Context: an optimization exercise on an open-source flow, tuned for small area, a short achievable clock period and few clock cycles per item. The choices shown serve that exercise and are no tape-out recipe.
Where RTL was checked, it was by simulation tests only, not by an equivalence proof against the original.
For run 8, only the layout was checked, not whether the RTL still works.
Power is estimated from default activity; no workload was simulated.

File: flow/design.v
`timescale 1ns / 1ps
module restoringDividerFinal (
    input  logic        clk,
    input  logic        rst,
    input  logic        start,
    input  logic        toggle,
    input  logic        push,
    input  logic [15:0] user_input,
    output logic        valid,
    output logic [6:0]  seg,
    output logic [7:0]  an,
    output logic [15:0] quotient,
    output logic [15:0] remainder
);
    function automatic logic [3:0] msb_pos(input logic [15:0] v);
        logic [7:0] v8;
        logic [3:0] v4;
        logic [1:0] v2;
        msb_pos[3] = |v[15:8];
        v8 = msb_pos[3] ? v[15:8] : v[7:0];
        msb_pos[2] = |v8[7:4];
        v4 = msb_pos[2] ? v8[7:4] : v8[3:0];
        msb_pos[1] = |v4[3:2];
        v2 = msb_pos[1] ? v4[3:2] : v4[1:0];
        msb_pos[0] = v2[1];
    endfunction
    logic [15:0] divisor, dividend;
    logic [3:0]  pb, pa;            
    always_ff @(posedge clk or posedge rst) begin
        if (rst) begin
            divisor  <= 16'd0;
            dividend <= 16'd0;
            pb       <= 4'd0;
            pa       <= 4'd0;
        end else if (push) begin
            if (toggle) begin
                divisor <= user_input;
                pb      <= msb_pos(user_input);
            end else begin
                dividend <= user_input;
                pa       <= msb_pos(user_input);
            end
        end
    end
    logic [15:0] rem_reg;           
    logic [15:0] quo_reg;           
    logic        abit;              
    logic [3:0]  count;             
    logic        busy;
    logic        pre_ok;            
    logic [3:0]  m;                 
    logic        zero_q;            
    logic [15:0] init_rem;
    always_comb begin
        logic [4:0]  bw;            
        logic [15:0] sh;
        bw[0] = 1'b0;
        for (int i = 0; i < 4; i++) begin
            m[i]    = pa[i] ^ pb[i] ^ bw[i];
            bw[i+1] = (~pa[i] & pb[i]) | (~(pa[i] ^ pb[i]) & bw[i]);
        end
        zero_q = bw[4] || (divisor == 16'd0);
        sh = {1'b0, dividend[15:1]};
        if (m[0]) sh = {1'b0, sh[15:1]};
        if (m[1]) sh = {2'b0, sh[15:2]};
        if (m[2]) sh = {4'b0, sh[15:4]};
        if (m[3]) sh = {8'b0, sh[15:8]};
        init_rem = zero_q ? dividend : sh;
    end
    logic [16:0] shifted;
    logic [16:0] borrow;            
    logic [15:0] rem_sub;           
    logic        qbit;
    logic [3:0]  next_index;
    always_comb begin
        logic [16:0] g, t;
        shifted = {rem_reg, abit};
        g = ~shifted & {1'b0, divisor};       
        t = ~shifted | {1'b0, divisor};       
        for (int l = 0; l < 5; l++) begin
            for (int i = 0; i < 17; i++) begin
                if ((i >> l) % 2 == 1) begin
                    g[i] = g[i] | (t[i] & g[((i >> l) << l) - 1]);
                    t[i] = t[i] & t[((i >> l) << l) - 1];
                end
            end
        end
        borrow     = {g[15:0], 1'b0};
        qbit       = ~g[16];
        rem_sub    = shifted[15:0] ^ ({16{qbit}} & (divisor ^ borrow[15:0]));
        next_index = busy ? count - 4'd1 : (start ? m : 4'd0);
    end
    logic        one_step;          
    logic        step_now;          
    always_comb begin
        one_step = (m == 4'd0) && pre_ok;
        step_now = busy || (start && !zero_q && one_step);
    end
    always_ff @(posedge clk) begin
        if (step_now) begin
            rem_reg <= rem_sub;
            quo_reg <= {quo_reg[14:0] & {15{busy}}, qbit};
        end else if (start) begin
            rem_reg <= init_rem;
            quo_reg <= 16'd0;
        end else begin
            rem_reg <= {1'b0, dividend[15:1]};
            quo_reg <= 16'd0;
        end
        count <= busy ? count - 4'd1 : m;
        abit  <= dividend[next_index];
    end
    always_ff @(posedge clk or posedge rst) begin
        if (rst) begin
            busy   <= 1'b0;
            valid  <= 1'b0;
            pre_ok <= 1'b0;
        end else begin
            if (busy) begin
                busy  <= (count != 4'd0);
                valid <= (count == 4'd0);
            end else begin
                busy  <= start && !zero_q && !one_step;
                valid <= start && (zero_q || one_step);
            end
            pre_ok <= !busy && !start && !(push && !toggle);
        end
    end
    assign remainder = rem_reg;
    assign quotient  = quo_reg;
    logic [31:0] shown, shown_next;     
    logic [3:0]  div_count;             
    logic        phase;
    logic        scan_tick;             
    logic [7:0]  an_next;
    logic [3:0]  digit_next;
    logic [6:0]  seg_next;
    always_comb begin
        shown_next = valid ? {quotient, remainder} : shown;
        an_next    = scan_tick ? {an[6:0], an[7]} : an;
        digit_next = 4'd0;
        for (int i = 0; i < 8; i++)
            digit_next = digit_next | (shown_next[i*4 +: 4] & {4{~an_next[i]}});
        case (digit_next)
            4'h0: seg_next = 7'b1000000;
            4'h1: seg_next = 7'b1111001;
            4'h2: seg_next = 7'b0100100;
            4'h3: seg_next = 7'b0110000;
            4'h4: seg_next = 7'b0011001;
            4'h5: seg_next = 7'b0010010;
            4'h6: seg_next = 7'b0000010;
            4'h7: seg_next = 7'b1111000;
            4'h8: seg_next = 7'b0000000;
            4'h9: seg_next = 7'b0011000;
            4'hA: seg_next = 7'b0001000;
            4'hB: seg_next = 7'b0000011;
            4'hC: seg_next = 7'b1000110;
            4'hD: seg_next = 7'b0100001;
            4'hE: seg_next = 7'b0000110;
            default: seg_next = 7'b0001110;
        endcase
    end
    always_ff @(posedge clk or posedge rst) begin
        if (rst) begin
            shown     <= 32'd0;
            div_count <= 4'd0;
            phase     <= 1'b0;
            scan_tick <= 1'b0;
            an        <= 8'b11111110;
            seg       <= 7'b1000000;
        end else begin
            shown <= shown_next;
            if (div_count == 4'd10) begin
                div_count <= 4'd0;
                phase     <= ~phase;
            end else begin
                div_count <= div_count + 4'd1;
            end
            scan_tick <= (div_count == 4'd9) && !phase;
            an  <= an_next;
            seg <= seg_next;
        end
    end
endmodule
File: flow/flow/run.sh
#!/bin/bash
# The standard ORFS flow (standard.sh) with two changes:
#  - synthesis does not extract full/half adder cells (ABC maps that logic)
#  - port buffers are buf_1 cells (the resizer upsizes those that timing needs)
# make's full output goes to flow.log; ORFS keeps each step's log under orfs/logs.
bash standard.sh ADDER_MAP_FILE= "BUFFER_PORTS_ARGS=-buffer_cell sky130_fd_sc_hd__buf_1" finish > flow.log 2>&1
File: flow/standard.sh
#!/bin/bash
# synth_recipe.tcl (not shown) runs the flow's synth.tcl, then flattens the netlist and writes it again
# the make line also repeats each setting of config.mk as NAME=value (left out here)
make -C /OpenROAD-flow-scripts/flow DESIGN_CONFIG=/design/flow/config.mk WORK_HOME=/design/flow/orfs CLKGATE_MAP_FILE= SYNTH_SCRIPT=/design/flow/synth_recipe.tcl "${@:-finish}"
File: flow/config.mk
export PLATFORM = sky130hd
export DESIGN_NAME = restoringDividerFinal
export DESIGN_NICKNAME = restoringDividerFinal
export VERILOG_FILES = /design/flow/design.v
export SDC_FILE = /design/flow/constraint.sdc
export NUM_CORES = 4
export LEC_CHECK = 0
export ABC_AREA = 1
export CAP_MARGIN = 20
export CORE_MARGIN = 2
export CORE_UTILIZATION = 60
export CTS_BUF_LIST = sky130_fd_sc_hd__clkbuf_4 sky130_fd_sc_hd__clkbuf_8
export SETUP_SLACK_MARGIN = 1.9
export SLEW_MARGIN = 20
File: flow/constraint.sdc
create_clock -name core_clock -period 4.0 [get_ports {clk}]
set_input_delay 0.8000 -clock core_clock [delete_from_list [all_inputs] [get_ports {clk}]]
set_output_delay 0.8000 -clock core_clock [all_outputs]
set_load 0.01 [all_outputs]
==> impl_metrics.json, run 1 <==
{
  "status": "timing/DRC/antenna clean",
  "design_area_um2": 8680,
  "n_fill_cell": 1078,
  "yosys_register_bits": 133,
  "n_antenna_cell": 0,
  "fin_hold_ws_ns": 0.338,
  "synthTopCellsByCount": "nand2_1, inv_1, o21ai_0, dfrtp_1, nand3_1",
  "die-area_um2": 13500,
  "reg2reg_depth": 12,
  "ant_nets": 0,
  "critical_path_arrival_ns": 2.43,
  "ios": 69,
  "p_leak_nw": 4.45,
  "tns_ns": 0,
  "path_class": "flip-flop to flip-flop",
  "power_density_nw_per_um2": 717,
  "synth.area.top_cells": "dfrtp_1, nand2_1, dfxtp_1",
  "hp-class": "input pin to async pin",
  "num_vias": 7398,
  "layout_min_cycle_time_ns": 2.03,
  "postSynthAreaPerCell_um2": 6.80,
  "largest-register": "shown",
  "maxSlewViolCount": 0,
  "rows": 40,
  "post_drt_via_cell_ratio": 5.37,
  "synth_top_area_share_pct": 29.3,
  "yosysMostFrequentCell": "nand2_1",
  "cts_buffer_depth": 2,
  "synthAdderAreaFrac_pct": 0,
  "drtIter0Drc": 908,
  "cts-root-buf": "clkbuf_8",
  "portBuffers": 68,
  "clock_skew_ns": 0.0114,
  "first_pass_iters": 5,
  "core-area_um2": 12100,
  "max-vdd-ir-drop_v": 0.000423,
  "r2r-end": "rem_reg[8]",
  "cp.required_ns": 4.40,
  "worst_setup_path_start_kind": "flip-flop",
  "synthMuxAreaShare_pct": 0.748,
  "cts.reportedPaths.clkPinSlew_ns": 0.09,
  "cts_buffers": 17,
  "num-nets-final": 1217,
  "dpl_cell_area_um2": 7810,
  "grt_pass1_vias": 6496,
  "wl_per_cell_um": 15.7,
  "max_freq_mhz": 492,
  "hold_viol": 0,
  "grt_setup_unrepaired": "yes",
  "timing.rr.start": "pb[0]",
  "ys_types": 42,
  "cts_tree": "done",
  "syn_inst": 1106,
  "grt_pass1_wl_um": 33300,
  "clock_latency_ns": 0.45,
  "synth_top_family_by_area": "simple AND/OR/NAND/NOR gates",
  "globalplace.congestion": 0.996,
  "synth-simple-area-share_pct": 34.0,
  "htreeDepth": 4,
  "worstMarginPinSlew_ns": 1.13,
  "antenna_found_initial": 0,
  "cts_hold_buf": 0,
  "ys_warn_count": 1,
  "relSlewSlack_pct": 24.8,
  "synth_edf_count": 0,
  "min_period_over_period_pct": 50.8,
  "die_width_um": 116,
  "grt_max_degree": 42,
  "synth-xor-area-share_pct": 1.28,
  "end_kind": "flip-flop",
  "synth_ff_type": "dfrtp_1",
  "dp_hpwl_um": 15200,
  "largest_register_ff_count": 32,
  "synth.cell_area_um2": 7520,
  "synthArstFlopShare_pct": 72.2,
  "cp_max_fo": 7,
  "drc_errors": 0,
  "wirelength_um": 21700,
  "synth_top_cell_by_area": "dfrtp_1",
  "finalSetupViolCount": 0,
  "ys_seq_area_share_pct": 41.9,
  "die_h_um": 116,
  "drive_gt1_share_pct": 12.9,
  "drv_cap": 0,
  "synth_compound_area_share_pct": 11.2,
  "syn2layout_area_growth_pct": 15.4,
  "syn_nets": 1127,
  "grtUsageTotal_pct": 32.6,
  "r2r_slack_ns": 1.97,
  "dp.cells": 1314,
  "start_util_pct": 62.1,
  "final_cells": 1377,
  "grt_overflow": 0,
  "cts.sinks": 133
}
-- cell families after synthesis --
logic type | after synthesis
AND/OR/NAND/NOR | 608
buffers and inverters | 189
XOR/XNOR | 11
flip-flops | 133
AO/OA/AOI/OAI | 161
multiplexers | 4
-- power by group --
group          switching [mW]  internal [mW]  leakage (nW)  total, mW
Sequential              0.307           1.69          1.47       2.00
Clock                   0.591          0.581         0.203       1.17
Combinational            2.04           1.01          2.78       3.05
-- placed cells by master (no fill, tap or decap), types with 16 or more instances in the layout --
| cell type | count |
|---|---|
| buf_1 | 68 |
| clkbuf_8 | 17 |
| a21oi_1 | 42 |
| o21ai_0 | 76 |
| o21ai_1 | 27 |
| inv_1 | 135 |
| nor2_1 | 72 |
| buf_4 | 30 |
| nand2_2 | 16 |
| nand2_1 | 387 |
| dfxtp_1 | 35 |
| dfrtp_1 | 84 |
| nand3_1 | 81 |
-- routing by layer --
layer | up-vias | track usage (%) | wire length, µm
li1 | 3666 | - | -
met4 | 0 | 9.44 | 416
met1 | 3366 | 48.9 | 9940
met5 | - | 0 | 0
met3 | 37 | 6.22 | 2050
met2 | 329 | 48.3 | 9270
-- critical path, stage by stage, from the launching register on --
cell     delay [ns]
dfrtp_1        0.40
buf_4          0.14
nand2_2        0.20
nand2_4        0.13
inv_1          0.18
nand2_1        0.13
o21ai_1        0.18
nand2_1        0.09
nand2_1        0.07
nand3_1        0.14
nand2_1        0.11
nand3_1        0.11
nand2_1        0.08
-- stage by stage --
step                      worst slack, ns  utilization (%)  power, mW
after floorplan                      1.93                -       4.05
after global placement               1.58             64.5       4.58
after detailed placement             1.55             64.5       4.61
after CTS                            1.91             69.0       5.88
after global routing                 1.83             71.7       6.70
final                                1.97             71.7       6.22
-- worst max-delay path by stage --
stage	startpoint	to	slack [ns]	cells past startpoint
CTS	pb[0]	rem_reg[7]	1.91	14
global route	valid	seg[3]	1.83	12
finish	pb[0]	rem_reg[8]	1.97	12
detailed placement	pb[0]	rem_reg[7]	1.55	13
floorplan	user_input[12]	pa[0]	1.93	13
global placement	pb[0]	rem_reg[7]	1.58	13
-- repair_timing --
| action | in CTS | in global routing |
|---|---|---|
| setup endpoints to repair | 26 | 29 |
| cloned | 1 | 5 |
| setup buffers | 7 | 18 |
| pin swaps | 4 | 9 |
| endpoints found under the hold margin | 0 | 0 |
| gates resized for setup | 16 | 57 |
-- final cells by class --
| class | count | area (µm²) | area share, % |
|---|---|---|---|
| clock buffers | 18 | 241 | 2.78 |
| repair buffers | 100 | 503 | 5.79 |
| clock inverters | 14 | 168 | 1.93 |
| flip-flops and latches | 133 | 3170 | 36.5 |
| multi-input cells | 790 | 3780 | 43.6 |
| well taps | 168 | 210 | 2.42 |
| inverters | 154 | 612 | 7.05 |
Testbench counts, summed over its fixed seeds: cycles 12,201, items 2,400.
==> run 2, diff against run 1 <==
--- a/flow/config.mk
+++ b/flow/config.mk
@@ -12,3 +12,4 @@
 export CTS_BUF_LIST = sky130_fd_sc_hd__clkbuf_4 sky130_fd_sc_hd__clkbuf_8
 export SETUP_SLACK_MARGIN = 1.9
 export SLEW_MARGIN = 20
+export TNS_END_PERCENT = 5
==> run 2 against run 1 <==
Effect of this change: setup slack got worse by 0.078 ns; design area decreased by 1.4%; fmax decreased by 3.7%; synthesized area unchanged; critical path type unchanged.
==> impl_metrics.json, run 2 <==
{
  "status": "timing/DRC/antenna clean",
  "num_vias": 7305,
  "min_period_over_period_pct": 52.8,
  "syn_nets": 1127,
  "tns_ns": 0,
  "worst_setup_path_start_kind": "flip-flop",
  "maxSlewViolCount": 0,
  "cts_tree": "done",
  "start_util_pct": 62.1,
  "synth_top_cell_by_area": "dfrtp_1",
  "syn2layout_area_growth_pct": 13.9,
  "antenna_found_initial": 0,
  "n_antenna_cell": 0,
  "max_freq_mhz": 473,
  "syn_inst": 1106,
  "clock_skew_ns": 0.0114,
  "cp_max_fo": 16,
  "synth_edf_count": 0,
  "cts_buffers": 17,
  "grt_max_degree": 42,
  "wl_per_cell_um": 15.5,
  "grt_overflow": 0,
  "drc_errors": 0,
  "synth_ff_type": "dfrtp_1",
  "post_drt_via_cell_ratio": 5.33,
  "final_common_cell": "nand2_1",
  "cp.required_ns": 4.34,
  "ys_types": 42,
  "first_pass_iters": 5,
  "dp_hpwl_um": 15200,
  "globalplace.congestion": 0.996,
  "reg2reg_depth": 14,
  "cts_buffer_depth": 2,
  "die-area_um2": 13500,
  "synthTopCellsByCount": "nand2_1, inv_1, o21ai_0, dfrtp_1, nand3_1",
  "layout_common_cells": "nand2_1, inv_1, dfrtp_1",
  "drive_gt1_share_pct": 11.3,
  "p_leak_nw": 4.41,
  "path_cells": "inv_2 -> nand2_2 -> nand3_2 -> nand2_1 -> nand3_4 -> nand2_8 -> inv_6 -> nand3_2 -> nor2_2 -> nand2_4 -> nand2_8 -> inv_6 -> nand3_1 -> nand2_1",
  "yosysMostFrequentCell": "nand2_1",
  "cts.sinks": 133,
  "num-nets-final": 1211,
  "clkPwrFrac_pct": 19.2,
  "end_kind": "flip-flop",
  "p_int_mw": 3.23,
  "drtIter0Drc": 824,
  "synth.area.top_cells": "dfrtp_1, nand2_1, dfxtp_1",
  "power_density_nw_per_um2": 711,
  "final.setup.worst_slack_ns": 1.89,
  "synthArstFlopShare_pct": 72.2,
  "hold_viol": 0,
  "ios": 69,
  "clock_latency_ns": 0.45,
  "layout_min_cycle_time_ns": 2.11,
  "die_width_um": 116,
  "yosys_register_bits": 133,
  "finalSetupViolCount": 0,
  "synth_top_area_share_pct": 29.3,
  "largest-register": "shown",
  "largest_register_ff_count": 32,
  "ys_warn_count": 1,
  "hp-class": "input pin to async pin",
  "portBuffers": 68,
  "path_class": "flip-flop to flip-flop",
  "grtUsageTotal_pct": 32.0,
  "r2r_slack_ns": 1.89,
  "ys_seq_area_share_pct": 41.9,
  "grt_setup_unrepaired": "yes",
  "critical_path_arrival_ns": 2.45,
  "regArea_um2": 3160,
  "cts_hold_buf": 0,
  "die_h_um": 116,
  "htreeDepth": 4,
  "n_fill_cell": 1082,
  "slowest_stage": "dfrtp_1",
  "grt_pass1_vias": 6377,
  "cts-root-buf": "clkbuf_8",
  "ant_nets": 0,
  "multi_input_area_um2": 3700,
  "rows": 40,
  "drv_cap": 0,
  "timing.rr.start": "pa[1]",
  "wirelength_um": 21300,
  "fin_hold_ws_ns": 0.337,
  "max-vdd-ir-drop_v": 0.000421,
  "crit_path_max_incr_delay_ns": 0.41,
  "switching_share_pct": 46.9,
  "cts.reportedPaths.clkPinSlew_ns": 0.08,
  "r2r-end": "rem_reg[7]",
  "seqPwrFrac_pct": 32.7,
  "timing.critical_path.buf_inv": 3,
  "grt_pass1_wl_um": 32600,
  "relSlewSlack_pct": 45.9,
  "pre_cts_ws_ns": 1.55,
  "synth.cell_area_um2": 7520,
  "worstMarginPinSlew_ns": 0.811,
  "p_switching_mw": 2.86,
  "postSynthAreaPerCell_um2": 6.80,
  "power_frac_comb_pct": 48.1,
  "core-area_um2": 12100,
  "crit_family": "simple AND/OR/NAND/NOR gates"
}
==> run 2: cell counts after synthesis <==
Identical to the previous run, type by type.
==> run 2: worst max path at each step <==
stage / endpoint / start / cells after the start
2_1_floorplan: pa[0] / user_input[12] / 13
3_3_place_gp: rem_reg[7] / pb[0] / 13
3_5_place_dp: rem_reg[7] / pb[0] / 13
4_1_cts: rem_reg[7] / pb[0] / 14
5_1_grt: rem_reg[5] / pb[1] / 13
6_report: rem_reg[7] / pa[1] / 14
==> run 2: per-stage QoR <==
stage,instance area (µm²),util [%],power [mW],cells
final,8570,70.7,6.09,1371
after CTS,8240,68.0,5.81,1346
after global placement,7810,64.5,4.58,1314
after floorplan,7530,-,4.05,1106
after detailed placement,7810,64.5,4.61,1314
after global routing,8570,70.7,6.58,1371
==> run 2: final cells by class <==
| class | instances | share of cell area [%] |
|---|---|---|
| timing repair buffer | 96 | 5.48 |
| sequential | 133 | 36.9 |
| inverter | 154 | 7.14 |
| clock buffer | 18 | 2.82 |
| tap | 168 | 2.45 |
| multi-input combinational | 788 | 43.2 |
| clock inverter | 14 | 1.96 |
==> run 2: logic make-up after synthesis <==
| kind of cell | count (synthesis) | share of synthesized area, % |
|---|---|---|
| flops | 133 | 41.9 |
| buf+inv | 189 | 10.9 |
| xor+xnor | 11 | 1.28 |
| mux | 4 | 0.748 |
| simple gates | 608 | 34.0 |
| compound gates | 161 | 11.2 |
==> run 2: metal layers <==
layer	track usage (%)	vias to the layer above	share of wire, %
li1	-	3655	-
met1	47.6	3291	46
met2	47.1	325	42
met3	6.49	34	9.3
met4	9.76	0	2.4
met5	0	-	0
==> run 2: what timing repair did <==
item	4_1_cts	5_1_grt
cloned	0	4
buffers inserted	0	21
setup endpoints to repair	26	30
resized for setup	5	43
pin swaps	0	7
==> run 2: power groups by stage <==
stage               Clock [mW]  Combinational [mW]  Sequential (mW)
floorplan                    0                2.10             1.95
global placement             0                2.55             2.02
detailed placement           0                2.59             2.02
CTS                       1.19                2.62             2.00
global route              1.25                3.30             2.03
finish                    1.17                2.93             1.99
==> run 3, diff against run 2 <==
--- a/flow/config.mk
+++ b/flow/config.mk
@@ -10,6 +10,6 @@
 export CORE_MARGIN = 2
 export CORE_UTILIZATION = 60
 export CTS_BUF_LIST = sky130_fd_sc_hd__clkbuf_4 sky130_fd_sc_hd__clkbuf_8
+export GPL_TIMING_DRIVEN = 0
 export SETUP_SLACK_MARGIN = 1.9
 export SLEW_MARGIN = 20
-export TNS_END_PERCENT = 5
==> run 3 against run 2 <==
Effect of this change: total power increased by 1.0%; synthesized area unchanged; combinational power increased by 6%; largest power group unchanged.
==> impl_metrics.json, run 3 <==
{
  "synth.cell_area_um2": 7520,
  "synthArstFlopShare_pct": 72.2,
  "wl_per_cell_um": 15.5,
  "tns_ns": 0,
  "p_leak_nw": 4.47,
  "m1WireLength_um": 9710,
  "synth_top_cell_by_area": "dfrtp_1",
  "cp.required_ns": 4.38,
  "hp-class": "input pin to async pin",
  "cts-root-buf": "clkbuf_8",
  "cts.reportedPaths.clkPinSlew_ns": 0.07,
  "grt_pass1_vias": 6749,
  "antenna_found_initial": 0,
  "ios": 69,
  "postLayoutCoreUtil_pct": 71.5,
  "end_kind": "flip-flop",
  "drive_gt1_share_pct": 12.2,
  "cts_tree": "done",
  "worst_setup_path_start_kind": "flip-flop",
  "dr_wl_met3_um": 2160,
  "grt_overflow": 0,
  "worstMarginPinSlew_ns": 0.549,
  "wirelength_um": 21500,
  "synth_top_area_share_pct": 29.3,
  "layout_common_cells": "nand2_1, inv_1, dfrtp_1",
  "die_width_um": 116,
  "wl_met2_um": 9220,
  "num_vias": 7428,
  "layout_min_cycle_time_ns": 2.08,
  "maxSlewViolCount": 0,
  "synthTopCellsByCount": "nand2_1, inv_1, o21ai_0, dfrtp_1, nand3_1",
  "largest_register_ff_count": 32,
  "syn_nets": 1127,
  "globalplace.congestion": 1.06,
  "grt_max_degree": 35,
  "ys_seq_area_share_pct": 41.9,
  "cp_max_fo": 10,
  "clock_latency_ns": 0.45,
  "ys_types": 42,
  "core-area_um2": 12100,
  "post_drt_via_cell_ratio": 5.36,
  "hold_viol": 0,
  "top_layer_used": "met4",
  "r2r-end": "rem_reg[6]",
  "path_class": "flip-flop to flip-flop",
  "rows": 40,
  "drtIter0Drc": 614,
  "timing.rr.start": "pa[1]",
  "grt_setup_unrepaired": "yes",
  "ant_nets": 0,
  "postSynthAreaPerCell_um2": 6.80,
  "max-vdd-ir-drop_v": 0.000402,
  "min_period_over_period_pct": 51.9,
  "num-nets-final": 1227,
  "yosys_register_bits": 133,
  "synth_edf_count": 0,
  "status": "timing/DRC/antenna clean",
  "grt_pass1_wl_um": 33900,
  "syn_inst": 1106,
  "grtUsageTotal_pct": 33.3,
  "yosysMostFrequentCell": "nand2_1",
  "relSlewSlack_pct": 63.0,
  "max_freq_mhz": 481,
  "reg2reg_depth": 13,
  "critical_path_arrival_ns": 2.46,
  "largest-register": "shown",
  "power_mw": 6.15,
  "drv_cap": 0,
  "start_util_pct": 62.1,
  "n_antenna_cell": 0,
  "design_area_um2": 8660,
  "final_common_cell": "nand2_1",
  "drc_errors": 0,
  "die-area_um2": 13500,
  "synth.area.top_cells": "dfrtp_1, nand2_1, dfxtp_1",
  "power_density_nw_per_um2": 711,
  "portBuffers": 67,
  "die_h_um": 116,
  "syn2layout_area_growth_pct": 15.1,
  "r2r_slack_ns": 1.92,
  "htreeDepth": 4,
  "cts_buffer_depth": 2,
  "synth_ff_type": "dfrtp_1",
  "cts_buffers": 17,
  "n_fill_cell": 1093,
  "ys_warn_count": 1,
  "dp_hpwl_um": 16100,
  "clock_skew_ns": 0.0156,
  "dpl_cell_area_um2": 8060,
  "finalSetupViolCount": 0,
  "cts.sinks": 133,
  "first_pass_iters": 5
}
-- run 3: report_power, final --
| group | switching [mW] | total (mW) | internal, mW |
|---|---|---|---|
| clock network | 0.533 | 1.11 | 0.576 |
| registers | 0.257 | 1.94 | 1.69 |
| logic | 2.04 | 3.10 | 1.06 |
| total | 2.83 | 6.15 | 3.32 |
-- run 3: through the flow --
step	hold slack, ns	cells	worst slack (ns)
after floorplan	0.429	1106	1.93
after global placement	0.429	1341	1.36
after global routing	0.403	1387	1.79
after CTS	0.363	1376	1.91
after detailed placement	0.435	1344	1.51
final	0.373	1387	1.92
-- run 3: area by class of cell --
class,count,area (µm²),area share [%]
multi-input cells,785,3650,42.2
flip-flops and latches,133,3160,36.5
inverters,154,593,6.85
repair buffers,80,394,4.55
plain buffers,35,264,3.05
clock buffers,20,256,2.96
well taps,168,210,2.43
clock inverters,12,131,1.52
-- run 3: worst max-delay path by stage --
stage / cells after the start / slack [ns] / end / from
after global placement: 2 / 1.36 / seg[5] / rst
final: 13 / 1.92 / rem_reg[6] / pa[1]
after CTS: 15 / 1.91 / rem_reg[6] / pb[1]
after global routing: 13 / 1.79 / rem_reg[6] / pb[0]
after detailed placement: 14 / 1.51 / pb[0] / user_input[12]
after floorplan: 13 / 1.93 / pa[0] / user_input[12]
-- run 3: what timing repair did --
action	4_1_cts	5_1_grt
hold buffers	0	0
resized for setup	2	59
setup endpoints to repair	4	24
pin swaps	0	7
buffers inserted	0	10
cloned	0	1
-- run 3: critical path: stages, from the launching register on --
cell and delay (ns):
dfrtp_1 0.41, inv_2 0.05, nand2_2 0.10, nand3_2 0.14, nand2_1 0.10, nand3_2 0.12
nand2_2 0.12, nand2_4 0.10, nand2_4 0.14, buf_2 0.25, a21oi_1 0.11, o21ai_1 0.17
nand2_2 0.11, nand2_1 0.09
-- run 3: logic make-up (layout without fill, tap and decap cells) --
group	after synthesis	count (layout)	synth area share, %
DFF	133	133	41.9
muxes	4	4	0.748
and+or+nand+nor	608	609	34.0
buffers and inverters	189	301	10.9
xor gates and xnor gates	11	11	1.28
AOI/OAI and AO/OA	161	161	11.2
-- run 3: metal layers --
layer  vias to the layer above  track usage, %
met1                      3380            47.3
met5                         -               0
met4                         0            9.13
li1                       3679               -
met3                        43            10.8
met2                       326            49.2
==> run 4, diff against run 3 <==
--- a/flow/config.mk
+++ b/flow/config.mk
@@ -8,8 +8,7 @@
 export ABC_AREA = 1
 export CAP_MARGIN = 20
 export CORE_MARGIN = 2
-export CORE_UTILIZATION = 60
+export CORE_UTILIZATION = 66
 export CTS_BUF_LIST = sky130_fd_sc_hd__clkbuf_4 sky130_fd_sc_hd__clkbuf_8
-export GPL_TIMING_DRIVEN = 0
 export SETUP_SLACK_MARGIN = 1.9
 export SLEW_MARGIN = 20
==> run 4 against run 3 <==
Effect of this change: still clean on timing, DRC and antenna; global-route usage decreased by 0.12 points; synthesized area unchanged; cell count decreased by 3.1%; design area increased by 0.52%; clock power increased by 22%; clock-buffer cell count decreased by 1; flip-flop and latch count unchanged; fmax decreased by 0.85%; critical path type is now flip-flop to output pin; critical endpoint is now valid; largest cell class unchanged; largest power group unchanged.
==> impl_metrics.json, run 4 <==
{
  "status": "timing/DRC/antenna clean",
  "synth.cell_area_um2": 7520,
  "wirelength_um": 21300,
  "cts.sinks": 133,
  "globalplace.congestion": 0.953,
  "path_class": "flip-flop to output pin",
  "cts_tree": "done",
  "timing.rr.start": "divisor[15]",
  "ys_types": 42,
  "start_util_pct": 68.5,
  "critical_path_arrival_ns": 1.30,
  "crit_path_max_incr_delay_ns": 0.56,
  "grt_overflow": 0,
  "final_common_cell": "nand2_1",
  "cts_buffer_depth": 2,
  "synth_edf_count": 0,
  "cts.reportedPaths.clkPinSlew_ns": 0.08,
  "synth.area.top_cells": "dfrtp_1, nand2_1, dfxtp_1",
  "postSynthAreaPerCell_um2": 6.80,
  "min_period_over_period_pct": 52.4,
  "ios": 69,
  "core-area_um2": 11000,
  "r2r-end": "rem_reg[0]",
  "die_h_um": 111,
  "maxSlewViolCount": 0,
  "die_width_um": 111,
  "crit_family": "flip-flops",
  "worst_setup_path_start_kind": "flip-flop",
  "n_antenna_cell": 0,
  "postLayoutCoreUtil_pct": 79.2,
  "critical_path_cell_count": 2,
  "ant_nets": 0,
  "largest-register": "shown",
  "grt_pass1_vias": 6571,
  "n_fill_cell": 836,
  "htreeDepth": 4,
  "dpl_cell_area_um2": 7770,
  "worstMarginPinSlew_ns": 0.863,
  "cts-root-buf": "clkbuf_8",
  "reg2reg_depth": 11,
  "grt_use_met1_pct": 47.1,
  "clock_skew_ns": 0.00881,
  "largest_register_ff_count": 32,
  "synthArstFlopShare_pct": 72.2,
  "end_kind": "output pin",
  "yosys_register_bits": 133,
  "drv_cap": 0,
  "syn_nets": 1127,
  "max-vdd-ir-drop_v": 0.000587,
  "hold_end": "quo_reg[4]",
  "grtUsageTotal_pct": 33.1,
  "grtUsageMet3_pct": 8.31,
  "tns_ns": 0,
  "rows": 38,
  "synth_top_area_share_pct": 29.3,
  "grt_pass1_wl_um": 32600,
  "met2_usage_pct": 51.0,
  "first_pass_iters": 7,
  "design_area_um2": 8700,
  "cp.required_ns": 3.20,
  "synth_top_cell_by_area": "dfrtp_1",
  "slowest_stage": "dfrtp_4",
  "drtIter0Drc": 753,
  "synth_ff_type": "dfrtp_1",
  "ys_seq_area_share_pct": 41.9,
  "timing.critical_path.buf_inv": 2,
  "syn_inst": 1106,
  "syn2layout_area_growth_pct": 15.7,
  "power_density_nw_per_um2": 736,
  "crit_top_cell": "buf_6",
  "synthTopCellsByCount": "nand2_1, inv_1, o21ai_0, dfrtp_1, nand3_1",
  "cp_max_fo": 7,
  "cts_hold_buf": 0,
  "grt_busiest_layer": "met2",
  "layout_common_cells": "nand2_1, inv_1, dfrtp_1",
  "portBuffers": 68,
  "p_leak_nw": 4.49,
  "hp-class": "flip-flop to flip-flop",
  "yosysMostFrequentCell": "nand2_1",
  "max_freq_mhz": 477,
  "num_vias": 7497,
  "post_drt_via_cell_ratio": 5.58,
  "wl_per_cell_um": 15.9,
  "dp_hpwl_um": 14000,
  "hold_start": "quo_reg[3]",
  "grt_setup_unrepaired": "yes",
  "grt_max_degree": 59,
  "drc_errors": 0,
  "cts_buffers": 17,
  "num-nets-final": 1212,
  "clock_latency_ns": 0.45,
  "antenna_found_initial": 0,
  "min_path_cells": 2,
  "layout_min_cycle_time_ns": 2.10,
  "finalSetupViolCount": 0,
  "die-area_um2": 12300,
  "r2r_slack_ns": 1.96,
  "hold_viol": 0,
  "ys_warn_count": 1,
  "path_cells": "buf_6 -> buf_6",
  "drive_gt1_share_pct": 11.9,
  "relSlewSlack_pct": 42.4
}
[run 4: cell types whose count changed in the layout (fill, tap and decap cells not counted), moves of 4 or more]
cell and delta:
nand2_8 +4, buf_4 +12, nand2_2 -6, inv_2 -4
clkbuf_1 -10, clkbuf_4 -9, o21ai_0 +5, buf_6 -7
[run 4: worst max-delay path by stage]
stage | startpoint | end | slack, ns
after floorplan | user_input[12] | pa[0] | 1.93
after global placement | user_input[15] | pb[1] | 1.57
after detailed placement | user_input[12] | pb[1] | 1.48
after CTS | scan_tick | seg[3] | 1.84
after global routing | valid | valid | 1.88
final | valid | valid | 1.90
[run 4: tightest hold or removal path: stages, from the launching register on]
cell and delay (ns):
dfxtp_1 0.33, nand2_1 0.06, inv_1 0.03
[run 4: area by class of cell]
class / instances / area (µm²) / area share (%)
clock buffer: 19 / 262 / 3.01
clock inverter: 13 / 219 / 2.52
inverter: 154 / 624 / 7.17
multi-input combinational: 788 / 3740 / 43.0
sequential: 133 / 3160 / 36.3
tap: 140 / 175 / 2.01
timing repair buffer: 97 / 515 / 5.92
[run 4: where the power goes]
part	internal, mW	switching, mW
clock network	0.788	0.566
logic	1.03	2.02
registers	1.69	0.312
total	3.50	2.90
[run 4: metrics by stage]
stage	setup WS, ns	std cells	total power, mW	hold WS [ns]
finish	1.90	1344	6.40	0.442
global route	1.88	1344	6.87	0.466
CTS	1.84	1318	5.98	0.443
detailed placement	1.48	1283	4.56	0.434
global placement	1.57	1283	4.51	0.429
floorplan	1.93	1106	4.05	0.429
[run 4: logic make-up after synthesis]
group	Yosys count	synth area share [%]
xor+xnor	11	1.28
simple gates	608	34.0
mux	4	0.748
buf+inv	189	10.9
compound gates	161	11.2
flops	133	41.9
[run 4: metal layers]
metal	part of all wire [%]	routed length, µm
met2	44	9280
met1	42	9040
met5	0	0
met4	2.7	585
met3	11	2420
[run 4: what timing repair did]
item	in CTS	in global routing
gates cloned	0	4
setup endpoints to repair	26	38
resized for setup	8	64
setup buffers	3	22
pin swaps	1	7
==> run 5, diff against run 4 <==
--- a/flow/config.mk
+++ b/flow/config.mk
@@ -8,7 +8,7 @@
 export ABC_AREA = 1
 export CAP_MARGIN = 20
 export CORE_MARGIN = 2
-export CORE_UTILIZATION = 66
+export CORE_UTILIZATION = 60
 export CTS_BUF_LIST = sky130_fd_sc_hd__clkbuf_4 sky130_fd_sc_hd__clkbuf_8
-export SETUP_SLACK_MARGIN = 1.9
+export SETUP_SLACK_MARGIN = 1.95
 export SLEW_MARGIN = 20
==> run 5 against run 4 <==
Effect of this change: still clean; clock-buffer cell count is 1 lower; clock power about the same; clock skew grew 0.0035 ns; sequential share of layout area decreased by 0.46 points; critical endpoint is now rem_reg[7].
==> impl_metrics.json, run 5 <==
{
  "status": "timing/DRC/antenna clean",
  "wirelength_um": 22000,
  "hp-class": "input pin to async pin",
  "n_fill_cell": 1059,
  "power_mw": 6.45,
  "clock_latency_ns": 0.46,
  "core-area_um2": 12100,
  "design_area_um2": 8830,
  "largest-register": "shown",
  "yosysMostFrequentCell": "nand2_1",
  "die-area_um2": 13500,
  "relSlewSlack_pct": 54.1,
  "dpl_cell_area_um2": 7800,
  "min_period_over_period_pct": 50.7,
  "cts.sinks": 133,
  "post_drt_via_cell_ratio": 5.51,
  "reg2reg_depth": 11,
  "tns_ns": 0,
  "grtUsageTotal_pct": 32.2,
  "syn_inst": 1106,
  "final.setup.worst_slack_ns": 1.97,
  "num_vias": 7566,
  "hold_viol": 0,
  "synth.area.top_cells": "dfrtp_1, nand2_1, dfxtp_1",
  "final_common_cell": "nand2_1",
  "fin_hold_ws_ns": 0.435,
  "ant_nets": 0,
  "grt_max_degree": 97,
  "synth_top_cell_by_area": "dfrtp_1",
  "ys_warn_count": 1,
  "syn2layout_area_growth_pct": 17.3,
  "cts-root-buf": "clkbuf_8",
  "ios": 69,
  "critPathLaunch": "divisor[15]",
  "synth_edf_count": 0,
  "cts_buffer_depth": 2,
  "num-nets-final": 1213,
  "n_antenna_cell": 0,
  "grt_setup_unrepaired": "yes",
  "power_density_nw_per_um2": 730,
  "multi_input_area_um2": 3840,
  "ys_types": 42,
  "synthArstFlopShare_pct": 72.2,
  "grt_pass1_vias": 6523,
  "drtIter0Drc": 690,
  "dp_hpwl_um": 14500,
  "cts_tree": "done",
  "grt_pass1_wl_um": 32900,
  "ys_seq_area_share_pct": 41.9,
  "synth_ff_type": "dfrtp_1",
  "die_h_um": 116,
  "synth_top_area_share_pct": 29.3,
  "worst_setup_path_start_kind": "flip-flop",
  "wl_per_cell_um": 16.0,
  "max_freq_mhz": 493,
  "htreeDepth": 4,
  "drc_errors": 0,
  "yosys_register_bits": 133,
  "syn_nets": 1127,
  "end_kind": "flip-flop",
  "path_class": "flip-flop to flip-flop",
  "timing.rr.start": "divisor[15]",
  "cp_max_fo": 10,
  "globalplace.congestion": 0.946,
  "grt_overflow": 0,
  "p_leak_nw": 4.48,
  "layout_min_cycle_time_ns": 2.03,
  "maxSlewViolCount": 0,
  "postSynthAreaPerCell_um2": 6.80,
  "critical_path_arrival_ns": 2.43,
  "layout_common_cells": "nand2_1, inv_1, dfrtp_1",
  "clock_skew_ns": 0.0123,
  "max-vdd-ir-drop_v": 0.000437,
  "first_pass_iters": 7,
  "antenna_found_initial": 0,
  "regArea_um2": 3170,
  "finalSetupViolCount": 0,
  "drv_cap": 0,
  "synthTopCellsByCount": "nand2_1, inv_1, o21ai_0, dfrtp_1, nand3_1",
  "cts_buffers": 17,
  "portBuffers": 68,
  "rows": 40,
  "worstMarginPinSlew_ns": 0.689,
  "synth.cell_area_um2": 7520,
  "die_width_um": 116,
  "cp.required_ns": 4.40,
  "cts.reportedPaths.clkPinSlew_ns": 0.08,
  "pre_cts_ws_ns": 1.55,
  "drive_gt1_share_pct": 14.2,
  "start_util_pct": 62.1,
  "largest_register_ff_count": 32
}
[run 5: timing repair]
| action | in CTS | in global routing |
|---|---|---|
| pin swaps | 2 | 14 |
| endpoints found under the setup margin | 26 | 38 |
| resized for setup | 18 | 74 |
| setup buffers | 6 | 19 |
| hold buffers | 0 | 0 |
| gates cloned | 0 | 6 |
[run 5: worst max-delay path, cell delays in order (launching register included)]
cell and delay (ns):
dfrtp_1 0.45, inv_1 0.23, nand4_1 0.18, nor2_1 0.23, a22oi_2 0.11, nand2_4 0.16, nor2_4 0.05, nand2_4 0.14
nand2_8 0.09, inv_4 0.12, nand3_1 0.13, nand2_1 0.08
[run 5: cells by family (layout without fill, tap and decap cells)]
logic type | count (synthesis) | in the layout | synth area share [%]
compound gates | 161 | 161 | 11.2
flops | 133 | 133 | 41.9
buf+inv | 189 | 282 | 10.9
simple gates | 608 | 614 | 34.0
mux | 4 | 4 | 0.748
xor+xnor | 11 | 11 | 1.28
[run 5: worst paths after layout]
| check | to | slack (ns) |
|---|---|---|
| max in group asynchronous | valid | 3.06 |
| worst max register to register | rem_reg[7] | 1.97 |
| worst min register to register | quo_reg[13] | 0.44 |
| worst min-delay path | dividend[12] | 0.44 |
| worst max-delay path | rem_reg[7] | 1.97 |
| min in group core_clock | quo_reg[13] | 0.44 |
[run 5: cell type report]
class	count	area share, %
clock buffers	18	2.74
clock inverters	14	2.52
inverters	154	7.07
multi-input cells	790	43.6
flip-flops and latches	133	35.9
well taps	168	2.38
repair buffers	96	5.85
[run 5: per-stage QoR]
step                      utilization [%]  std cells
after floorplan                         -       1106
after global placement               64.4       1310
after detailed placement             64.4       1310
after CTS                            69.3       1348
after global routing                 72.9       1373
final                                72.9       1373
[run 5: where the power goes]
group	internal (mW)	switching [mW]
clock network	0.757	0.569
registers	1.69	0.292
logic	1.04	2.10
total	3.49	2.96
[run 5: routing by layer]
metal	track usage [%]	routed length (µm)	up-vias
met1	47.2	9910	3448
met4	12.5	539	0
met3	8.11	2240	57
met2	46.0	9330	398
li1	-	-	3663
met5	0	0	-
==> run 6, diff against run 5 <==
--- a/flow/config.mk
+++ b/flow/config.mk
@@ -10,5 +10,5 @@
 export CORE_MARGIN = 2
 export CORE_UTILIZATION = 60
 export CTS_BUF_LIST = sky130_fd_sc_hd__clkbuf_4 sky130_fd_sc_hd__clkbuf_8
-export SETUP_SLACK_MARGIN = 1.95
+export SETUP_SLACK_MARGIN = 1.85
 export SLEW_MARGIN = 20
==> run 6 against run 5 <==
Effect of this change: first-iteration DRC count up 19%; register-to-register slack worse by 0.05 ns; non-clock buffer count unchanged; largest power group unchanged; via count down 2.9%; largest cell class unchanged; sequential share of layout area up 0.90 points.
==> impl_metrics.json, run 6 <==
{
  "path_cells": "inv_2 -> nand2_2 -> nand3_2 -> nand2_1 -> nand3_4 -> nand2_8 -> inv_8 -> nand3_2 -> nor2_4 -> nand2_4 -> nand2_8 -> inv_6 -> nand3_1 -> nand2_1",
  "min_period_over_period_pct": 51.9,
  "synthTopCellsByCount": "nand2_1, inv_1, o21ai_0, dfrtp_1, nand3_1",
  "hold_viol": 0,
  "status": "timing/DRC/antenna clean",
  "n_antenna_cell": 0,
  "slowest_stage": "dfrtp_1",
  "antenna_found_initial": 0,
  "wirelength_um": 21400,
  "syn_nets": 1127,
  "ys_warn_count": 1,
  "clkPwrFrac_pct": 19.1,
  "synth_edf_count": 0,
  "max_freq_mhz": 482,
  "wl_per_cell_um": 15.6,
  "grtUsageTotal_pct": 32.0,
  "core-area_um2": 12100,
  "largest-register": "shown",
  "cts_tree": "done",
  "r2r-end": "rem_reg[7]",
  "layout_common_cells": "nand2_1, inv_1, dfrtp_1",
  "power_density_nw_per_um2": 712,
  "p_int_mw": 3.24,
  "seqPwrFrac_pct": 32.6,
  "critical_path_arrival_ns": 2.42,
  "cp.required_ns": 4.34,
  "layout_min_cycle_time_ns": 2.07,
  "synth.cell_area_um2": 7520,
  "grt_overflow": 0,
  "cts_buffer_depth": 2,
  "path_class": "flip-flop to flip-flop",
  "cts.reportedPaths.clkPinSlew_ns": 0.08,
  "drtIter0Drc": 819,
  "synth_top_family_by_area": "simple AND/OR/NAND/NOR gates",
  "die_h_um": 116,
  "synth_top_cell_by_area": "dfrtp_1",
  "max-vdd-ir-drop_v": 0.000422,
  "synth_top_area_share_pct": 29.3,
  "grt_max_degree": 42,
  "synth_ff_type": "dfrtp_1",
  "cp_max_fo": 16,
  "final.setup.worst_slack_ns": 1.93,
  "drc_errors": 0,
  "synth-xor-area-share_pct": 1.28,
  "tns_ns": 0,
  "dp_hpwl_um": 15200,
  "grtUsageMet3_pct": 6.49,
  "first_pass_iters": 6,
  "synthArstFlopShare_pct": 72.2,
  "grt_use_met1_pct": 47.5,
  "globalplace.congestion": 0.996,
  "relSlewSlack_pct": 44.2,
  "grt_setup_unrepaired": "yes",
  "syn2layout_area_growth_pct": 14.3,
  "drive_gt1_share_pct": 11.5,
  "synth_compound_area_share_pct": 11.2,
  "crit_path_max_incr_delay_ns": 0.41,
  "portBuffers": 68,
  "switching_share_pct": 47.1,
  "die_width_um": 116,
  "r2r_slack_ns": 1.93,
  "pre_cts_ws_ns": 1.55,
  "yosys_register_bits": 133,
  "worst_setup_path_start_kind": "flip-flop",
  "cts.sinks": 133,
  "ios": 69,
  "ys_seq_area_share_pct": 41.9,
  "num-nets-final": 1212,
  "start_util_pct": 62.1,
  "ys_types": 42,
  "largest_register_ff_count": 32,
  "reg2reg_depth": 14,
  "die-area_um2": 13500,
  "num_vias": 7349,
  "postLayoutCoreUtil_pct": 71.0,
  "crit_family": "simple AND/OR/NAND/NOR gates",
  "grt_busiest_layer": "met1",
  "power_frac_comb_pct": 48.3,
  "cts-root-buf": "clkbuf_8",
  "grt_pass1_vias": 6405,
  "cts_hold_buf": 0,
  "cts_buffers": 17,
  "maxSlewViolCount": 0,
  "synthMuxAreaShare_pct": 0.748,
  "p_leak_nw": 4.42,
  "postSynthAreaPerCell_um2": 6.80,
  "syn_inst": 1106,
  "fin_hold_ws_ns": 0.335,
  "final_common_cell": "nand2_1",
  "grt_pass1_wl_um": 32700,
  "timing.rr.start": "pa[1]",
  "timing.critical_path.buf_inv": 3,
  "synth.area.top_cells": "dfrtp_1, nand2_1, dfxtp_1",
  "met2_usage_pct": 47.4,
  "post_drt_via_cell_ratio": 5.36,
  "ant_nets": 0,
  "end_kind": "flip-flop",
  "synth-simple-area-share_pct": 34.0,
  "synthAdderAreaFrac_pct": 0,
  "p_switching_mw": 2.88,
  "htreeDepth": 4,
  "yosysMostFrequentCell": "nand2_1",
  "drv_cap": 0,
  "finalSetupViolCount": 0,
  "clock_skew_ns": 0.0117,
  "clock_latency_ns": 0.45,
  "worstMarginPinSlew_ns": 0.836,
  "hp-class": "input pin to async pin",
  "rows": 40
}
-- run 6: cell type report --
class / count / area [µm²]
Tap cell: 168 / 210
Clock inverter: 14 / 168
Fill cell: 1076 / 3520
Sequential cell: 133 / 3160
Timing Repair Buffer: 96 / 469
Inverter: 154 / 617
Multi-Input combinational cell: 789 / 3730
Clock buffer: 18 / 241
-- run 6: what timing repair did --
| action | 4_1_cts | 5_1_grt |
|---|---|---|
| setup buffers | 1 | 20 |
| endpoints found under the setup margin | 26 | 28 |
| resized for setup | 7 | 50 |
| pin swaps | 0 | 8 |
| cloned | 0 | 5 |
-- run 6: metal layers --
| layer | part of all wire [%] | routed length, µm |
|---|---|---|
| met2 | 42 | 9010 |
| met1 | 47 | 9960 |
| met5 | 0 | 0 |
| met3 | 8.8 | 1890 |
| met4 | 2.5 | 541 |
-- run 6: kinds of logic (layout without fill, tap and decap cells) --
kind of cell	after synthesis	after routing
and+or+nand+nor	608	613
buffers and inverters	189	282
AOI/OAI and AO/OA	161	161
DFF	133	133
xor gates and xnor gates	11	11
muxes	4	4
-- run 6: worst max-delay path by stage --
stage / cells after the start / endpoint / from / slack [ns]
floorplan: 13 / pa[0] / user_input[12] / 1.93
global placement: 13 / rem_reg[7] / pb[0] / 1.58
detailed placement: 13 / rem_reg[7] / pb[0] / 1.55
CTS: 13 / rem_reg[7] / pb[0] / 1.83
global route: 15 / rem_reg[4] / pb[1] / 1.79
finish: 14 / rem_reg[7] / pa[1] / 1.93
-- run 6: through the flow --
step                      cells  area [µm²]  total power, mW
after global routing       1372        8600             6.61
final                      1372        8600             6.12
after floorplan            1106        7530             4.05
after global placement     1314        7810             4.58
after CTS                  1347        8260             5.82
after detailed placement   1314        7810             4.61
-- run 6: worst register-to-register path: cells and delay by family (launching register included) --
kind,cells,cell delay [ns]
flops,1,0.41
buf+inv,3,0.26
simple gates,11,1.30
-- run 6: power by group through the flow --
stage	clock network, mW	registers (mW)	logic [mW]
2_1_floorplan	0	1.95	2.10
3_3_place_gp	0	2.02	2.55
3_5_place_dp	0	2.02	2.59
4_1_cts	1.19	1.99	2.65
5_1_grt	1.25	2.03	3.33
6_report	1.17	1.99	2.96
==> run 7, diff against run 6 <==
--- a/flow/config.mk
+++ b/flow/config.mk
@@ -9,6 +9,6 @@
 export CAP_MARGIN = 20
 export CORE_MARGIN = 2
 export CORE_UTILIZATION = 60
-export CTS_BUF_LIST = sky130_fd_sc_hd__clkbuf_4 sky130_fd_sc_hd__clkbuf_8
-export SETUP_SLACK_MARGIN = 1.85
+export CTS_BUF_LIST = sky130_fd_sc_hd__clkbuf_2 sky130_fd_sc_hd__clkbuf_4 sky130_fd_sc_hd__clkbuf_8
+export SETUP_SLACK_MARGIN = 1.9
 export SLEW_MARGIN = 20
==> run 7 against run 6 <==
Effect of this change: routed wire length is 1.2% higher; register-to-register slack gained 0.04 ns; fmax rose by 2.0%; critical path depth shrank 2; largest power group unchanged.
==> impl_metrics.json, run 7 <==
{
  "status": "timing/DRC/antenna clean",
  "power_density_nw_per_um2": 717,
  "cts.sinks": 133,
  "clock_skew_ns": 0.0114,
  "grt_pass1_vias": 6496,
  "crit_top_cell": "nand2_1",
  "reg2reg_depth": 12,
  "num_vias": 7398,
  "seqPwrFrac_pct": 32.1,
  "die_width_um": 116,
  "largest-register": "shown",
  "finalSetupViolCount": 0,
  "ys_types": 42,
  "postSynthAreaPerCell_um2": 6.80,
  "synth.area.top_cells": "dfrtp_1, nand2_1, dfxtp_1",
  "synthTopCellsByCount": "nand2_1, inv_1, o21ai_0, dfrtp_1, nand3_1",
  "min_period_over_period_pct": 50.8,
  "drc_errors": 0,
  "synthArstFlopShare_pct": 72.2,
  "rows": 40,
  "dp_hpwl_um": 15200,
  "globalplace.congestion": 0.996,
  "drtIter0Drc": 908,
  "start_util_pct": 62.1,
  "synth_top_area_share_pct": 29.3,
  "synth.cell_area_um2": 7520,
  "grt_overflow": 0,
  "wirelength_um": 21700,
  "layout_min_cycle_time_ns": 2.03,
  "tns_ns": 0,
  "layout_common_cells": "nand2_1, inv_1, dfrtp_1",
  "cp_max_fo": 7,
  "cp.required_ns": 4.40,
  "hold_viol": 0,
  "syn_nets": 1127,
  "yosysMostFrequentCell": "nand2_1",
  "path_class": "flip-flop to flip-flop",
  "p_switching_mw": 2.94,
  "largest_register_ff_count": 32,
  "path_cells": "buf_4 -> nand2_2 -> nand2_4 -> inv_1 -> nand2_1 -> o21ai_1 -> nand2_1 -> nand2_1 -> nand3_1 -> nand2_1 -> nand3_1 -> nand2_1",
  "critical_path_arrival_ns": 2.43,
  "fin_hold_ws_ns": 0.338,
  "drv_cap": 0,
  "cts_tree": "done",
  "final.setup.worst_slack_ns": 1.97,
  "ios": 69,
  "grt_max_degree": 42,
  "p_int_mw": 3.28,
  "synth_top_cell_by_area": "dfrtp_1",
  "num-nets-final": 1217,
  "cts_buffer_depth": 2,
  "post_drt_via_cell_ratio": 5.37,
  "slowest_stage": "dfrtp_1",
  "clkPwrFrac_pct": 18.8,
  "timing.critical_path.buf_inv": 2,
  "cts_buffers": 17,
  "syn_inst": 1106,
  "core-area_um2": 12100,
  "timing.rr.start": "pb[0]",
  "antenna_found_initial": 0,
  "grt_setup_unrepaired": "yes",
  "synth_ff_type": "dfrtp_1",
  "grtUsageTotal_pct": 32.6,
  "r2r-end": "rem_reg[8]",
  "drive_gt1_share_pct": 12.9,
  "synth_edf_count": 0,
  "ant_nets": 0,
  "final_common_cell": "nand2_1",
  "htreeDepth": 4,
  "worst_setup_path_start_kind": "flip-flop",
  "clock_latency_ns": 0.45,
  "r2r_slack_ns": 1.97,
  "grt_pass1_wl_um": 33300,
  "maxSlewViolCount": 0,
  "power_frac_comb_pct": 49.1,
  "ys_warn_count": 1,
  "switching_share_pct": 47.2,
  "pre_cts_ws_ns": 1.55,
  "p_leak_nw": 4.45,
  "crit_path_max_incr_delay_ns": 0.40,
  "crit_family": "simple AND/OR/NAND/NOR gates",
  "die_h_um": 116,
  "yosys_register_bits": 133,
  "max-vdd-ir-drop_v": 0.000423,
  "first_pass_iters": 5,
  "cts_hold_buf": 0,
  "syn2layout_area_growth_pct": 15.4,
  "n_fill_cell": 1078,
  "max_freq_mhz": 492,
  "cts-root-buf": "clkbuf_8",
  "ys_seq_area_share_pct": 41.9,
  "end_kind": "flip-flop",
  "die-area_um2": 13500,
  "cts.reportedPaths.clkPinSlew_ns": 0.09,
  "portBuffers": 68,
  "hp-class": "input pin to async pin",
  "wl_per_cell_um": 15.7,
  "worstMarginPinSlew_ns": 1.13,
  "relSlewSlack_pct": 24.8,
  "n_antenna_cell": 0
}
run 7: per-stage QoR:
stage          utilization [%]  power [mW]  instance area (µm²)  std cells
3_5_place_dp              64.5        4.61                 7810       1314
3_3_place_gp              64.5        4.58                 7810       1314
5_1_grt                   71.7        6.70                 8680       1377
4_1_cts                   69.0        5.88                 8350       1354
6_report                  71.7        6.22                 8680       1377
2_1_floorplan                -        4.05                 7530       1106
run 7: final cells by class:
| class | count | area (µm²) | share of cell area [%] |
|---|---|---|---|
| repair buffers | 100 | 503 | 5.79 |
| multi-input cells | 790 | 3780 | 43.6 |
| flip-flops and latches | 133 | 3170 | 36.5 |
| clock inverters | 14 | 168 | 1.93 |
| clock buffers | 18 | 241 | 2.78 |
| inverters | 154 | 612 | 7.05 |
| well taps | 168 | 210 | 2.42 |
run 7: how the worst max path moves through the flow:
stage,start,end,slack [ns],cells past startpoint
after global placement,pb[0],rem_reg[7],1.58,13
after floorplan,user_input[12],pa[0],1.93,13
after CTS,pb[0],rem_reg[7],1.91,14
after global routing,valid,seg[3],1.83,12
final,pb[0],rem_reg[8],1.97,12
after detailed placement,pb[0],rem_reg[7],1.55,13
run 7: worst reg2reg max path, stage by stage, from the launching register on:
cell and delay, ns:
dfrtp_1 0.40, buf_4 0.14, nand2_2 0.20, nand2_4 0.13
inv_1 0.19, nand2_1 0.13, o21ai_1 0.18, nand2_1 0.09
nand2_1 0.07, nand3_1 0.14, nand2_1 0.11, nand3_1 0.11
nand2_1 0.08
run 7: cells by family after synthesis:
| group | synth area share [%] |
|---|---|
| AND/OR/NAND/NOR | 34.0 |
| AO/OA/AOI/OAI | 11.2 |
| multiplexers | 0.748 |
| XOR/XNOR | 1.28 |
| flip-flops | 41.9 |
| buffers and inverters | 10.9 |
run 7: what timing repair did:
item | CTS | global route
buffers inserted | 7 | 18
setup endpoints to repair | 26 | 29
gates resized for setup | 16 | 57
pin swaps | 4 | 9
cloned | 1 | 5
run 7: layer usage:
layer / track usage, % / share of wire, %
met3: 6.22 / 9.5
met1: 48.9 / 46
met5: 0 / 0
met4: 9.44 / 1.9
met2: 48.3 / 43
run 7: power groups by stage:
stage | Clock (mW) | Combinational [mW] | Sequential [mW]
2_1_floorplan | 0 | 2.10 | 1.95
3_5_place_dp | 0 | 2.59 | 2.02
3_3_place_gp | 0 | 2.55 | 2.02
4_1_cts | 1.19 | 2.71 | 1.99
5_1_grt | 1.25 | 3.41 | 2.04
6_report | 1.17 | 3.05 | 2.00
==> run 8, diff against run 7 <==
--- a/flow/design.v
+++ b/flow/design.v
@@ -136,11 +136,18 @@
     logic [3:0]  digit_next;
     logic [6:0]  seg_next;
     always_comb begin
+        logic [3:0] new_digit, old_digit;
         shown_next = valid ? {quotient, remainder} : shown;
         an_next    = scan_tick ? {an[6:0], an[7]} : an;
-        digit_next = 4'd0;
-        for (int i = 0; i < 8; i++)
-            digit_next = digit_next | (shown_next[i*4 +: 4] & {4{~an_next[i]}});
+        new_digit  = 4'd0;
+        old_digit  = 4'd0;
+        for (int i = 0; i < 4; i++) begin
+            new_digit = new_digit | (remainder[i*4 +: 4] & {4{~an_next[i]}})
+                                  | (quotient[i*4 +: 4]  & {4{~an_next[i+4]}});
+            old_digit = old_digit | (shown[i*4 +: 4]      & {4{~an_next[i]}})
+                                  | (shown[i*4+16 +: 4]   & {4{~an_next[i+4]}});
+        end
+        digit_next = valid ? new_digit : old_digit;
         case (digit_next)
             4'h0: seg_next = 7'b1000000;
             4'h1: seg_next = 7'b1111001;
--- a/flow/config.mk
+++ b/flow/config.mk
@@ -9,6 +9,6 @@
 export CAP_MARGIN = 20
 export CORE_MARGIN = 2
 export CORE_UTILIZATION = 60
-export CTS_BUF_LIST = sky130_fd_sc_hd__clkbuf_2 sky130_fd_sc_hd__clkbuf_4 sky130_fd_sc_hd__clkbuf_8
+export CTS_BUF_LIST = sky130_fd_sc_hd__clkbuf_4 sky130_fd_sc_hd__clkbuf_8
 export SETUP_SLACK_MARGIN = 1.9
 export SLEW_MARGIN = 20
==> run 8 against run 7 <==
Effect of this change: sequential share of layout area fell by 1.0 points; synthesized area rose by 2.4%; cell count rose by 4.5%; die area rose by 2.3%; fmax rose by 1.5%; non-clock buffer count fell by 6; global-route usage fell by 1.1 points; routed wire length rose by 0.92%; clock-buffer cell count rose by 1; synthesized cell count rose by 6.1%; clock power rose by 16%; first-iteration DRC count fell by 26%.
==> impl_metrics.json, run 8 <==
{
  "status": "timing/DRC/antenna clean",
  "largest-register": "shown",
  "multi_input_area_um2": 3920,
  "start_util_pct": 61.3,
  "syn2layout_area_growth_pct": 15.7,
  "synthArstFlopShare_pct": 72.2,
  "num_vias": 7701,
  "crit_path_max_incr_delay_ns": 0.43,
  "relSlewSlack_pct": 46.9,
  "cts.sinks": 133,
  "cts_hold_buf": 0,
  "slowest_stage": "dfrtp_2",
  "worst_setup_path_start_kind": "flip-flop",
  "min_path_cells": 2,
  "grt_pass1_wl_um": 34200,
  "synth.cell_area_um2": 7710,
  "post_drt_via_cell_ratio": 5.35,
  "hp-class": "flip-flop to flip-flop",
  "finalSetupViolCount": 0,
  "grt_overflow": 0,
  "grt_setup_unrepaired": "yes",
  "htreeDepth": 4,
  "n_fill_cell": 1089,
  "maxSlewViolCount": 0,
  "end_kind": "output pin",
  "drive_gt1_share_pct": 10.8,
  "clock_skew_ns": 0.00864,
  "drtIter0Drc": 669,
  "power_density_nw_per_um2": 735,
  "layout_min_cycle_time_ns": 2.00,
  "layout_common_cells": "nand2_1, inv_1, o21ai_0",
  "cts.reportedPaths.clkPinSlew_ns": 0.08,
  "max_freq_mhz": 499,
  "yosysMostFrequentCell": "nand2_1",
  "path_cells": "buf_12 -> buf_1",
  "n_antenna_cell": 0,
  "portBuffers": 68,
  "ys_warn_count": 1,
  "postSynthAreaPerCell_um2": 6.57,
  "synth_top_area_share_pct": 28.6,
  "synth.area.top_cells": "dfrtp_1, nand2_1, dfxtp_1",
  "first_pass_iters": 5,
  "reg2reg_depth": 14,
  "die_h_um": 117,
  "dp_hpwl_um": 15700,
  "synth_top_cell_by_area": "dfrtp_1",
  "r2r_slack_ns": 2.00,
  "antenna_found_initial": 0,
  "critical_path_arrival_ns": 1.20,
  "grtUsageTotal_pct": 31.5,
  "drv_cap": 0,
  "min_period_over_period_pct": 50.1,
  "cts-root-buf": "clkbuf_8",
  "cp_max_fo": 21,
  "synth_edf_count": 0,
  "final.setup.worst_slack_ns": 2.00,
  "ys_types": 42,
  "p_leak_nw": 4.55,
  "grt_pass1_vias": 6890,
  "worstMarginPinSlew_ns": 0.794,
  "pre_cts_ws_ns": 1.56,
  "yosys_register_bits": 133,
  "ys_seq_area_share_pct": 40.9,
  "clock_latency_ns": 0.45,
  "hold_viol": 0,
  "num-nets-final": 1275,
  "max-vdd-ir-drop_v": 0.000410,
  "largest_register_ff_count": 32,
  "wl_per_cell_um": 15.2,
  "die-area_um2": 13800,
  "path_class": "flip-flop to output pin",
  "core-area_um2": 12600,
  "wirelength_um": 21900,
  "drc_errors": 0,
  "ant_nets": 0,
  "synth_ff_type": "dfrtp_1",
  "cts_tree": "done",
  "ios": 69,
  "cts_buffers": 17,
  "syn_nets": 1194,
  "syn_inst": 1173,
  "tns_ns": 0,
  "grt_max_degree": 43,
  "final_common_cell": "nand2_1",
  "regArea_um2": 3160,
  "cts_buffer_depth": 2,
  "synthTopCellsByCount": "nand2_1, inv_1, o21ai_0, nand3_1, dfrtp_1",
  "die_width_um": 117,
  "globalplace.congestion": 1.02,
  "cp.required_ns": 3.20,
  "rows": 41
}
[run 8: report_power, final]
part	total [mW]	switching (mW)	internal [mW]
Combinational	3.17	2.10	1.08
Sequential	2.01	0.319	1.69
Clock	1.36	0.532	0.827
Total	6.55	2.95	3.60
[run 8: routing by layer]
metal  up-vias  GRT usage (%)  wire, µm
li1       3864              -         -
met4         0           13.0       745
met3        54           6.61      1210
met1      3504           39.8      9160
met2       279           52.9     10800
met5         -              0         0
[run 8: cell families after synthesis]
logic type / Yosys count / share of synthesized area, %
flip-flops: 133 / 40.9
buffers and inverters: 200 / 10.3
AO/OA/AOI/OAI: 178 / 12.1
AND/OR/NAND/NOR: 652 / 35.5
XOR/XNOR: 10 / 1.14
[run 8: worst paths after layout]
path | start | endpoint
hold / removal | quo_reg[11] | quo_reg[12]
max in group asynchronous | rst | divisor[3]
min in group asynchronous | rst | div_count[2]
setup / recovery | valid | valid
setup reg to reg | pb[1] | rem_reg[5]
hold reg to reg | quo_reg[11] | quo_reg[12]
[run 8: critical path: cells and delay by family, from the launching register on]
| kind | cells | cell delay (ns) |
|---|---|---|
| flip-flops | 1 | 0.43 |
| buffers and inverters | 2 | 0.32 |
[run 8: through the flow]
stage,util (%),instances,hold slack (ns),total power [mW],area (µm²)
final,70.9,1439,0.439,6.55,8910
after CTS,68.9,1424,0.445,6.28,8660
after global placement,64.1,1385,0.432,4.79,8060
after detailed placement,64.1,1385,0.443,4.82,8060
after global routing,70.9,1439,0.484,7.05,8910
after floorplan,-,1173,0.429,4.15,7710
[run 8: area by class of cell]
class | instances | share of cell area (%)
inverters | 165 | 7.24
well taps | 172 | 2.41
multi-input cells | 843 | 44.0
repair buffers | 94 | 5.52
clock buffers | 19 | 2.86
flip-flops and latches | 133 | 35.4
clock inverters | 13 | 2.58
[run 8: repair_timing]
action	in CTS	in global routing
pin swaps	1	8
setup buffers	6	12
gates cloned	1	3
gates resized for setup	10	38
endpoints found under the setup margin	26	25

## static timing again, ports no longer ideal
Ports are ideal in the flow. The routed layouts listed here were re-timed in OpenROAD.
Step 1: set_driving_cell puts a clkbuf_16 on clk and a buf_2 on each other input, an assumption about the parent block.
Step 2, shift: input delay + t, output delay - t, t = (earliest + latest rising clock arrival at the registers) / 2. This alone moves slack from input paths to output paths.
Slacks: no drivers / after step 1 / after step 2; pairs: no drivers / after step 1.
run	t, ns	setup slack, ns	worst register clock-pin slew, ns
run 1	0.485	1.967 / 1.967 / 1.657	0.09 / 0.09
run 2	0.483	1.888 / 1.888 / 1.656	0.09 / 0.09
run 3	0.475	1.922 / 1.922 / 1.600	0.08 / 0.08
run 4	0.480	1.904 / 1.870 / 1.623	0.08 / 0.08
run 5	0.494	1.971 / 1.971 / 1.531	0.09 / 0.09
run 6	0.484	1.925 / 1.925 / 1.665	0.09 / 0.09
run 7	0.485	1.967 / 1.967 / 1.657	0.09 / 0.09
run 8	0.487	1.996 / 1.958 / 1.622	0.08 / 0.08
After both steps setup and hold are still met in every run listed. The setup slack of run 5, which loses most, moves by 0.000 ns with the drivers and by -0.440 ns with both steps.
